Source: an optimization exercise on an open RTL-to-GDS flow (aim: small area). Production flows keep margins and buffers that such runs may drop. At most, simulation tests tie the RTL to the original design; equivalence was not proved. The clock input has no modelled driver; a real chip could not lean on it and would need a root buffer or a full tree. No activity file was given, so power comes from the tool's default toggle rates.

==> run M: inputs <==
==> flow/design.v <==
module ad7606_drive#(
    parameter           P_RANGE = 0
)(
    input               i_clk           ,
    input               i_rst           ,
    input               i_user_ctrl     ,
    output [15:0]       o_user_data_1   ,
    output              o_user_valid_1  ,
    output [15:0]       o_user_data_2   ,
    output              o_user_valid_2  ,
    output [15:0]       o_user_data_3   ,
    output              o_user_valid_3  ,
    output [15:0]       o_user_data_4   ,
    output              o_user_valid_4  ,
    output [15:0]       o_user_data_5   ,
    output              o_user_valid_5  ,
    output [15:0]       o_user_data_6   ,
    output              o_user_valid_6  ,
    output [15:0]       o_user_data_7   ,
    output              o_user_valid_7  ,
    output [15:0]       o_user_data_8   ,
    output              o_user_valid_8  ,
    output              o_ad_psb_sel    ,
    output              o_ad_stby       ,
    output              o_ad_convstA    ,
    output              o_ad_convstB    ,
    output              o_ad_reset      ,
    output              o_ad_cs         ,
    output              o_ad_rd         ,
    output [2:0]        o_ad_osc        ,
    output              o_ad_range      ,
    input               i_ad_busy       ,
    input  [15:0]       i_ad_data
);
reg  [6:0]  r_st;
wire [6:0]  w_nst;
reg  [15:0] r_data;
wire        w_convst_n, w_cs_n, w_rd_n;
wire [8:1]  w_valid;
wire        w_hold_i, w_hold_b, w_jmp, w_skip;
always @(posedge i_clk or posedge i_rst)
begin
    if (i_rst)
        r_st <= 7'd90;
    else
        r_st <= w_nst;
end
always @(posedge i_clk)
    r_data <= i_ad_data;
assign o_ad_reset = ~((~r_st[6]) | (~r_st[2]) | (r_st[0] & r_st[1]) | (r_st[5]));
assign w_convst_n = (~r_st[0] & ~r_st[1] & ~r_st[2] & ~r_st[3] & ~r_st[4] & r_st[6]);
assign w_cs_n = ~((~r_st[6]) | (~r_st[5]) | (~r_st[3] & ~r_st[4]) | (~r_st[2] & ~r_st[4]) | (~r_st[0] & ~r_st[1] & ~r_st[4]) | (r_st[0] & r_st[2] & r_st[3] & r_st[4]) | (r_st[1] & r_st[2] & r_st[3] & r_st[4]));
assign w_rd_n = ~((~r_st[6]) | (~r_st[5]) | (~r_st[3] & ~r_st[4]) | (~r_st[2] & ~r_st[4]) | (~r_st[0]) | (r_st[2] & r_st[3] & r_st[4]));
assign w_valid[1] = (r_st[0] & r_st[1] & r_st[2] & r_st[3] & ~r_st[4] & r_st[6]);
assign w_valid[2] = (r_st[0] & ~r_st[1] & ~r_st[2] & ~r_st[3] & r_st[4] & r_st[6]);
assign w_valid[3] = (r_st[0] & r_st[1] & ~r_st[2] & ~r_st[3] & r_st[4] & r_st[6]);
assign w_valid[4] = (r_st[0] & ~r_st[1] & r_st[2] & ~r_st[3] & r_st[4] & r_st[6]);
assign w_valid[5] = (r_st[0] & r_st[1] & r_st[2] & ~r_st[3] & r_st[4] & r_st[6]);
assign w_valid[6] = (r_st[0] & ~r_st[1] & ~r_st[2] & r_st[3] & r_st[4] & r_st[5]);
assign w_valid[7] = (r_st[0] & r_st[1] & ~r_st[2] & r_st[3] & r_st[4] & r_st[5]);
assign w_valid[8] = (r_st[0] & ~r_st[1] & r_st[2] & r_st[3] & r_st[4] & r_st[5]);
assign w_hold_i = (~r_st[0] & ~r_st[2] & ~r_st[5] & r_st[6]);
assign w_hold_b = (~r_st[0] & r_st[1] & ~r_st[2] & r_st[3] & ~r_st[4] & r_st[6]);
assign w_skip = (r_st[0] & ~r_st[1] & ~r_st[2] & r_st[3] & ~r_st[4] & r_st[6]);
assign w_jmp = (r_st[3] & r_st[4] & r_st[5] & ~r_st[6]);
wire       w_en  = ~(w_hold_i & ~i_user_ctrl) & ~(w_hold_b & i_ad_busy);
wire [6:0] w_inc = (r_st + {6'd0, w_en}) | {6'd0, w_skip & ~i_ad_busy};
assign w_nst = (w_inc & ~({7{w_jmp}} & 7'd32)) | ({7{w_jmp}} & 7'd70);
assign o_ad_convstA   = ~w_convst_n;
assign o_ad_convstB   = ~w_convst_n;
assign o_ad_cs        = ~w_cs_n;
assign o_ad_rd        = ~w_rd_n;
assign o_user_valid_1 = w_valid[1];
assign o_user_valid_2 = w_valid[2];
assign o_user_valid_3 = w_valid[3];
assign o_user_valid_4 = w_valid[4];
assign o_user_valid_5 = w_valid[5];
assign o_user_valid_6 = w_valid[6];
assign o_user_valid_7 = w_valid[7];
assign o_user_valid_8 = w_valid[8];
assign o_user_data_1  = r_data & {16{w_valid[1]}};
assign o_user_data_2  = r_data & {16{w_valid[2]}};
assign o_user_data_3  = r_data & {16{w_valid[3]}};
assign o_user_data_4  = r_data & {16{w_valid[4]}};
assign o_user_data_5  = r_data & {16{w_valid[5]}};
assign o_user_data_6  = r_data & {16{w_valid[6]}};
assign o_user_data_7  = r_data & {16{w_valid[7]}};
assign o_user_data_8  = r_data & {16{w_valid[8]}};
assign o_ad_psb_sel   = 1'b0;
assign o_ad_stby      = 1'b0;
assign o_ad_osc       = 3'd0;
assign o_ad_range     = P_RANGE;
endmodule
==> flow/flow/run.sh <==
#!/bin/bash
# The standard ORFS layout (standard.sh, standard synthesis unchanged), with
# changes that only affect cell choice and sizes:
#  - ports get the smallest buffer (buf_1) instead of clkdlybuf4s50_1,
#  - every logic cell starts at its smallest size before repair_design
#    (downsize.tcl), which then sizes up what it needs,
#  - power recovery downsizes cells with slack after global routing,
#  - the constant outputs share the one tie cell synthesis made,
#  - clock-tree leaf buffers that drive 9+ flip-flops become clkbuf_8
#    (post_cts.tcl), so flip-flop clock pins keep a fast edge.
set -euo pipefail
HERE=$(pwd)
export BUFFER_PORTS_ARGS="-buffer_cell sky130_fd_sc_hd__buf_1"
export PRE_RESIZE_TCL="$HERE/flow/downsize.tcl"
export RECOVER_POWER=100
export SKIP_REPAIR_TIE_FANOUT=1
export POST_CTS_TCL="$HERE/flow/post_cts.tcl"
bash standard.sh > "$HERE/standard_flow.log" 2>&1
==> flow/flow/downsize.tcl <==
# Set every logic cell to the smallest cell of its own family (same function and
# pins, lower drive); repair_design, which runs next, sizes up whatever then needs it.
set db [ord::get_db]
set smallest [dict create]
foreach lib [$db getLibs] {
  foreach m [$lib getMasters] {
    set n [$m getName]
    if { ![regexp {^sky130_fd_sc_hd__(.+)_(\d+)$} $n -> fam drv] } { continue }
    if { [regexp {^(df|sdf|edf|dl|tap|fill|decap|conb|diode|probe|lpflow|clk)} $fam] } { continue }
    set lc [get_lib_cells -quiet */$n]
    if { $lc == "" || [get_property $lc dont_use] } { continue }
    set a [expr { [$m getWidth] * [$m getHeight] }]
    if { ![dict exists $smallest $fam] || $a < [lindex [dict get $smallest $fam] 1] } {
      dict set smallest $fam [list $n $a]
    }
  }
}
set count 0
foreach inst [[ord::get_db_block] getInsts] {
  set n [[$inst getMaster] getName]
  if { ![regexp {^sky130_fd_sc_hd__(.+)_(\d+)$} $n -> fam drv] } { continue }
  if { ![dict exists $smallest $fam] } { continue }
  set target [lindex [dict get $smallest $fam] 0]
  if { $target == $n } { continue }
  if { [$inst isFixed] || [$inst getPlacementStatus] == "FIRM" } { continue }
  replace_cell [get_cells [$inst getName]] [get_lib_cells */$target]
  incr count
}
puts "downsize: resized $count instances"
==> flow/flow/post_cts.tcl <==
# Clock-tree leaf buffers that drive many flip-flops get a stronger cell, so
# every flip-flop clock pin keeps a sharp edge; the tree's shape is unchanged.
set count 0
foreach inst [[ord::get_db_block] getInsts] {
  if { [[$inst getMaster] getName] != "sky130_fd_sc_hd__clkbuf_4" } { continue }
  set sinks 0
  foreach it [$inst getITerms] {
    if { ![$it isOutputSignal] } { continue }
    set net [$it getNet]
    if { $net == "NULL" } { continue }
    foreach load [$net getITerms] {
      if { [string match "sky130_fd_sc_hd__df*" [[[$load getInst] getMaster] getName]] } { incr sinks }
    }
  }
  if { $sinks >= 9 } {
    replace_cell [get_cells [$inst getName]] [get_lib_cells */sky130_fd_sc_hd__clkbuf_8]
    incr count
  }
}
puts "post_cts: upsized $count clock leaf buffers"
if { $count > 0 } {
  detailed_placement
  check_placement -verbose
  estimate_parasitics -placement
}
==> flow/standard.sh <==
#!/bin/bash
# synth_recipe.tcl (not shown) runs the flow's synth.tcl, then flattens the netlist and writes it again
# the make line also repeats each setting of config.mk as NAME=value (left out here)
make -C /OpenROAD-flow-scripts/flow DESIGN_CONFIG=/design/flow/config.mk WORK_HOME=/design/flow/orfs CLKGATE_MAP_FILE= SYNTH_SCRIPT=/design/flow/synth_recipe.tcl "${@:-finish}"
==> flow/config.mk <==
export PLATFORM = sky130hd
export DESIGN_NAME = ad7606_drive
export DESIGN_NICKNAME = ad7606_drive
export VERILOG_FILES = /design/flow/design.v
export SDC_FILE = /design/flow/constraint.sdc
export NUM_CORES = 4
export LEC_CHECK = 0
export ABC_AREA = 1
export CAP_MARGIN = 20
export CORE_AREA = 2.3 2.72 63.7 63.28
export CTS_BUF_LIST = sky130_fd_sc_hd__clkbuf_4
export DIE_AREA = 0 0 66 66
export SLEW_MARGIN = 20
==> flow/constraint.sdc <==
create_clock -name core_clock -period 20.0 [get_ports {i_clk}]
set_input_delay 4.0000 -clock core_clock [delete_from_list [all_inputs] [get_ports {i_clk}]]
set_output_delay 4.0000 -clock core_clock [all_outputs]
set_load 0.01 [all_outputs]
==> run X (differences from run M) <==
==> flow/design.v, changed modules only <==
module ad7606_drive#(
    parameter           P_RANGE = 0
)(
    input               i_clk           ,
    input               i_rst           ,
    input               i_user_ctrl     ,
    output [15:0]       o_user_data_1   ,
    output              o_user_valid_1  ,
    output [15:0]       o_user_data_2   ,
    output              o_user_valid_2  ,
    output [15:0]       o_user_data_3   ,
    output              o_user_valid_3  ,
    output [15:0]       o_user_data_4   ,
    output              o_user_valid_4  ,
    output [15:0]       o_user_data_5   ,
    output              o_user_valid_5  ,
    output [15:0]       o_user_data_6   ,
    output              o_user_valid_6  ,
    output [15:0]       o_user_data_7   ,
    output              o_user_valid_7  ,
    output [15:0]       o_user_data_8   ,
    output              o_user_valid_8  ,
    output              o_ad_psb_sel    ,
    output              o_ad_stby       ,
    output              o_ad_convstA    ,
    output              o_ad_convstB    ,
    output              o_ad_reset      ,
    output              o_ad_cs         ,
    output              o_ad_rd         ,
    output [2:0]        o_ad_osc        ,
    output              o_ad_range      ,
    input               i_ad_busy       ,
    input  [15:0]       i_ad_data
);
reg  [6:0]  r_st;
wire [6:0]  w_nst;
reg  [15:0] r_data;
wire        w_convst_n, w_cs_n, w_rd_n;
wire [8:1]  w_valid;
reg ri_ad_busy;
always @(posedge i_clk) ri_ad_busy <= i_ad_busy;
always @(posedge i_clk or posedge i_rst)
begin
    if (i_rst)
        r_st <= 7'd34;
    else
        r_st <= w_nst;
end
always @(posedge i_clk)
    r_data <= i_ad_data;
assign o_ad_reset = ~((~r_st[2]) | (r_st[0] & r_st[1]) | (r_st[3]) | (r_st[4]) | (r_st[6]));
assign w_convst_n = (~r_st[0] & ~r_st[1] & ~r_st[2] & ~r_st[4] & ~r_st[6]);
assign w_cs_n = (~r_st[2] & ~r_st[3] & ~r_st[4] & ~r_st[5]) | (r_st[2] & r_st[4] & ~r_st[6]) | (r_st[3] & r_st[4] & ~r_st[6]);
assign w_rd_n = (~r_st[0] & ~r_st[2] & ~r_st[3] & ~r_st[4] & ~r_st[5]) | (~r_st[0] & r_st[2] & r_st[4] & ~r_st[6]) | (~r_st[0] & r_st[3] & r_st[4] & ~r_st[6]);
assign w_valid[1] = (~r_st[0] & r_st[1] & r_st[2] & ~r_st[3] & r_st[4] & ~r_st[6]);
assign w_valid[2] = (~r_st[0] & ~r_st[1] & ~r_st[2] & r_st[3] & r_st[4] & ~r_st[6]);
assign w_valid[3] = (~r_st[0] & r_st[1] & ~r_st[2] & r_st[3] & r_st[4] & ~r_st[6]);
assign w_valid[4] = (~r_st[0] & ~r_st[1] & r_st[2] & r_st[3] & r_st[4] & ~r_st[6]);
assign w_valid[5] = (~r_st[0] & r_st[1] & r_st[2] & r_st[3] & r_st[4] & ~r_st[6]);
assign w_valid[6] = (~r_st[0] & ~r_st[1] & ~r_st[2] & ~r_st[3] & ~r_st[4] & ~r_st[5]);
assign w_valid[7] = (~r_st[0] & r_st[1] & ~r_st[2] & ~r_st[3] & ~r_st[4] & ~r_st[5]);
assign w_valid[8] = (~r_st[0] & ~r_st[1] & r_st[2] & ~r_st[3] & ~r_st[4] & ~r_st[5]);
assign w_hold_i = (~r_st[0] & ~r_st[2] & ~r_st[3] & ~r_st[4] & ~r_st[6]);
assign w_hold_b = (~r_st[0] & r_st[1] & ~r_st[2] & ~r_st[3] & r_st[4] & ~r_st[6]);
wire       w_en  = ~(w_hold_i & ~i_user_ctrl) & ~(w_hold_b & ri_ad_busy);
wire [7:0] w_inc = {1'b0, r_st} + {7'd0, w_en};
assign w_nst = w_inc[6:0] | {1'b0, w_inc[7], 2'b00, {3{w_inc[7]}}};
wire w_hold_i, w_hold_b;
assign o_ad_convstA   = ~w_convst_n;
assign o_ad_convstB   = ~w_convst_n;
assign o_ad_cs        = ~w_cs_n;
assign o_ad_rd        = ~w_rd_n;
assign o_user_valid_1 = w_valid[1];
assign o_user_valid_2 = w_valid[2];
assign o_user_valid_3 = w_valid[3];
assign o_user_valid_4 = w_valid[4];
assign o_user_valid_5 = w_valid[5];
assign o_user_valid_6 = w_valid[6];
assign o_user_valid_7 = w_valid[7];
assign o_user_valid_8 = w_valid[8];
assign o_user_data_1  = r_data & {16{w_valid[1]}};
assign o_user_data_2  = r_data & {16{w_valid[2]}};
assign o_user_data_3  = r_data & {16{w_valid[3]}};
assign o_user_data_4  = r_data & {16{w_valid[4]}};
assign o_user_data_5  = r_data & {16{w_valid[5]}};
assign o_user_data_6  = r_data & {16{w_valid[6]}};
assign o_user_data_7  = r_data & {16{w_valid[7]}};
assign o_user_data_8  = r_data & {16{w_valid[8]}};
assign o_ad_psb_sel   = 1'b0;
assign o_ad_stby      = 1'b0;
assign o_ad_osc       = 3'd0;
assign o_ad_range     = P_RANGE;
endmodule
==> flow/flow/run.sh (replaced) <==
#!/bin/bash
# The standard ORFS layout (standard.sh), with three changes that only
# affect cell sizes: ports get the smallest buffer (buf_1), every logic cell
# starts at its smallest size before repair_design, and power recovery
# downsizes cells with slack after global routing.
set -euo pipefail
HERE=$(pwd)
export BUFFER_PORTS_ARGS="-buffer_cell sky130_fd_sc_hd__buf_1"
export PRE_RESIZE_TCL="$HERE/flow/downsize.tcl"
export RECOVER_POWER=100
export SKIP_REPAIR_TIE_FANOUT=1
bash standard.sh > "$HERE/standard_flow.log" 2>&1
- CORE_AREA: 2.3 2.72 63.7 63.28 -> not set
- CORE_MARGIN: not set -> 2
- CORE_UTILIZATION: not set -> 60
- CTS_CLUSTER_SIZE: not set -> 8
- DIE_AREA: 0 0 66 66 -> not set
removed: flow/flow/post_cts.tcl
==> run A (differences from run M) <==
--- a/flow/flow/run.sh
+++ b/flow/flow/run.sh
@@ -16,3 +16,4 @@
 export SKIP_REPAIR_TIE_FANOUT=1
-export POST_CTS_TCL="$HERE/flow/post_cts.tcl"
+export POST_CTS_TCL="$HERE/flow/post_cts2.tcl"
+export CLOCK_ROOT_CELL=sky130_fd_sc_hd__clkbuf_16
 bash standard.sh > "$HERE/standard_flow.log" 2>&1
==> flow/flow/post_cts2.tcl (new file) <==
# One clock buffer: CTS builds a root buffer feeding leaf buffers; with so few
# flip-flops one buffer (ROOT_CELL) can drive them all, so the leaf buffers'
# loads move onto the root's output net and the leaves are removed.
set root_cell $::env(CLOCK_ROOT_CELL)
set block [ord::get_db_block]
set clk_net [$block findNet i_clk]
set drv {}
foreach it [$clk_net getITerms] { lappend drv [$it getInst] }
if { [llength $drv] == 1 } {
  set root [lindex $drv 0]
  set rnet ""
  foreach it [$root getITerms] { if { [$it isOutputSignal] } { set rnet [$it getNet] } }
  set leaves {}
  foreach it [$rnet getITerms] {
    set inst [$it getInst]
    if { $inst != $root && [string match "sky130_fd_sc_hd__clkbuf_*" [[$inst getMaster] getName]] } { lappend leaves $inst }
  }
  set rnet_name [$rnet getName]
  foreach leaf $leaves {
    set lnet ""
    foreach it [$leaf getITerms] { if { [$it isOutputSignal] } { set lnet [$it getNet] } }
    set lname [$leaf getName]
    set lnet_name [$lnet getName]
    set pins {}
    foreach it [$lnet getITerms] {
      if { [$it getInst] != $leaf } { lappend pins "[[$it getInst] getName]/[[$it getMTerm] getName]" }
    }
    foreach p $pins {
      disconnect_pin $lnet_name $p
      connect_pin $rnet_name $p
    }
    delete_instance $lname
    delete_net $lnet_name
  }
  replace_cell [get_cells [$root getName]] [get_lib_cells */$root_cell]
  puts "post_cts2: removed [llength $leaves] leaf buffers, root is $root_cell"
  detailed_placement
  check_placement -verbose
  estimate_parasitics -placement
}
- CORE_AREA: 2.3 2.72 63.7 63.28 -> 2.3 2.72 58.88 58.48
- DIE_AREA: 0 0 66 66 -> 0 0 61 61
removed: flow/flow/post_cts.tcl
==> qor summary <==
item	run X	run M	run A
Run status	timing/DRC/antenna clean	timing/DRC/antenna clean	timing/DRC/antenna clean
FFs w/ async S/R, synth	29.2%	30.4%	30.4%
Power drawn by the combinational cells	92.1 uW	89.3 uW	90.0 uW
Average cell area after synthesis	6.30 um^2	6.07 um^2	6.07 um^2
Storage cell area	518 um^2	500 um^2	500 um^2
Post-Synthesis Net Count	287	280	280
P_clk	20.2 uW	26.4 uW	21.9 uW
Clk sink count	24	23	23
Post-Place Cell Area	2070 um^2	2040 um^2	2030 um^2
Timing endpoint of the critical path	o_user_data_3[15]	o_user_data_8[13]	o_user_data_1[5]
Placed Instances	439	450	446
Via count	2116	2081	2068
Post-layout worst setup margin	13720 ps	13950 ps	14070 ps
Only the layout flow was run in run X; the RTL was not checked for function there.

==> afterwards: timing with drivers on the ports <==
How much do the figures lean on ideal ports? The routed layouts below were timed once more, with nothing changed but the port constraints.
Step 1 sets driving cells, clkbuf_16 on the clock port and buf_2 on the other inputs (assumed; they add their load-dependent delay and slew).
Step 2 also shifts input and output timing later by t, the mid clock arrival at the registers, as if the neighbouring blocks saw the same clock.
Three values: ideal ports, drivers, drivers and shift; two values: the first two.
| run | shift t [ns] | setup WS [ns] | worst register clock-pin slew, ns | worst slew at a driven data input, ns |
|---|---|---|---|---|
| run M | 0.307 | 13.949 / 13.924 / 14.231 | 0.08 / 0.08 | 0.06 |
| run X | 0.321 | 13.716 / 13.697 / 14.018 | 0.12 / 0.12 | 0.05 |
| run A | 0.182 | 14.065 / 14.036 / 14.219 | 0.09 / 0.09 | 0.05 |
After both steps setup and hold are still met in every run listed.
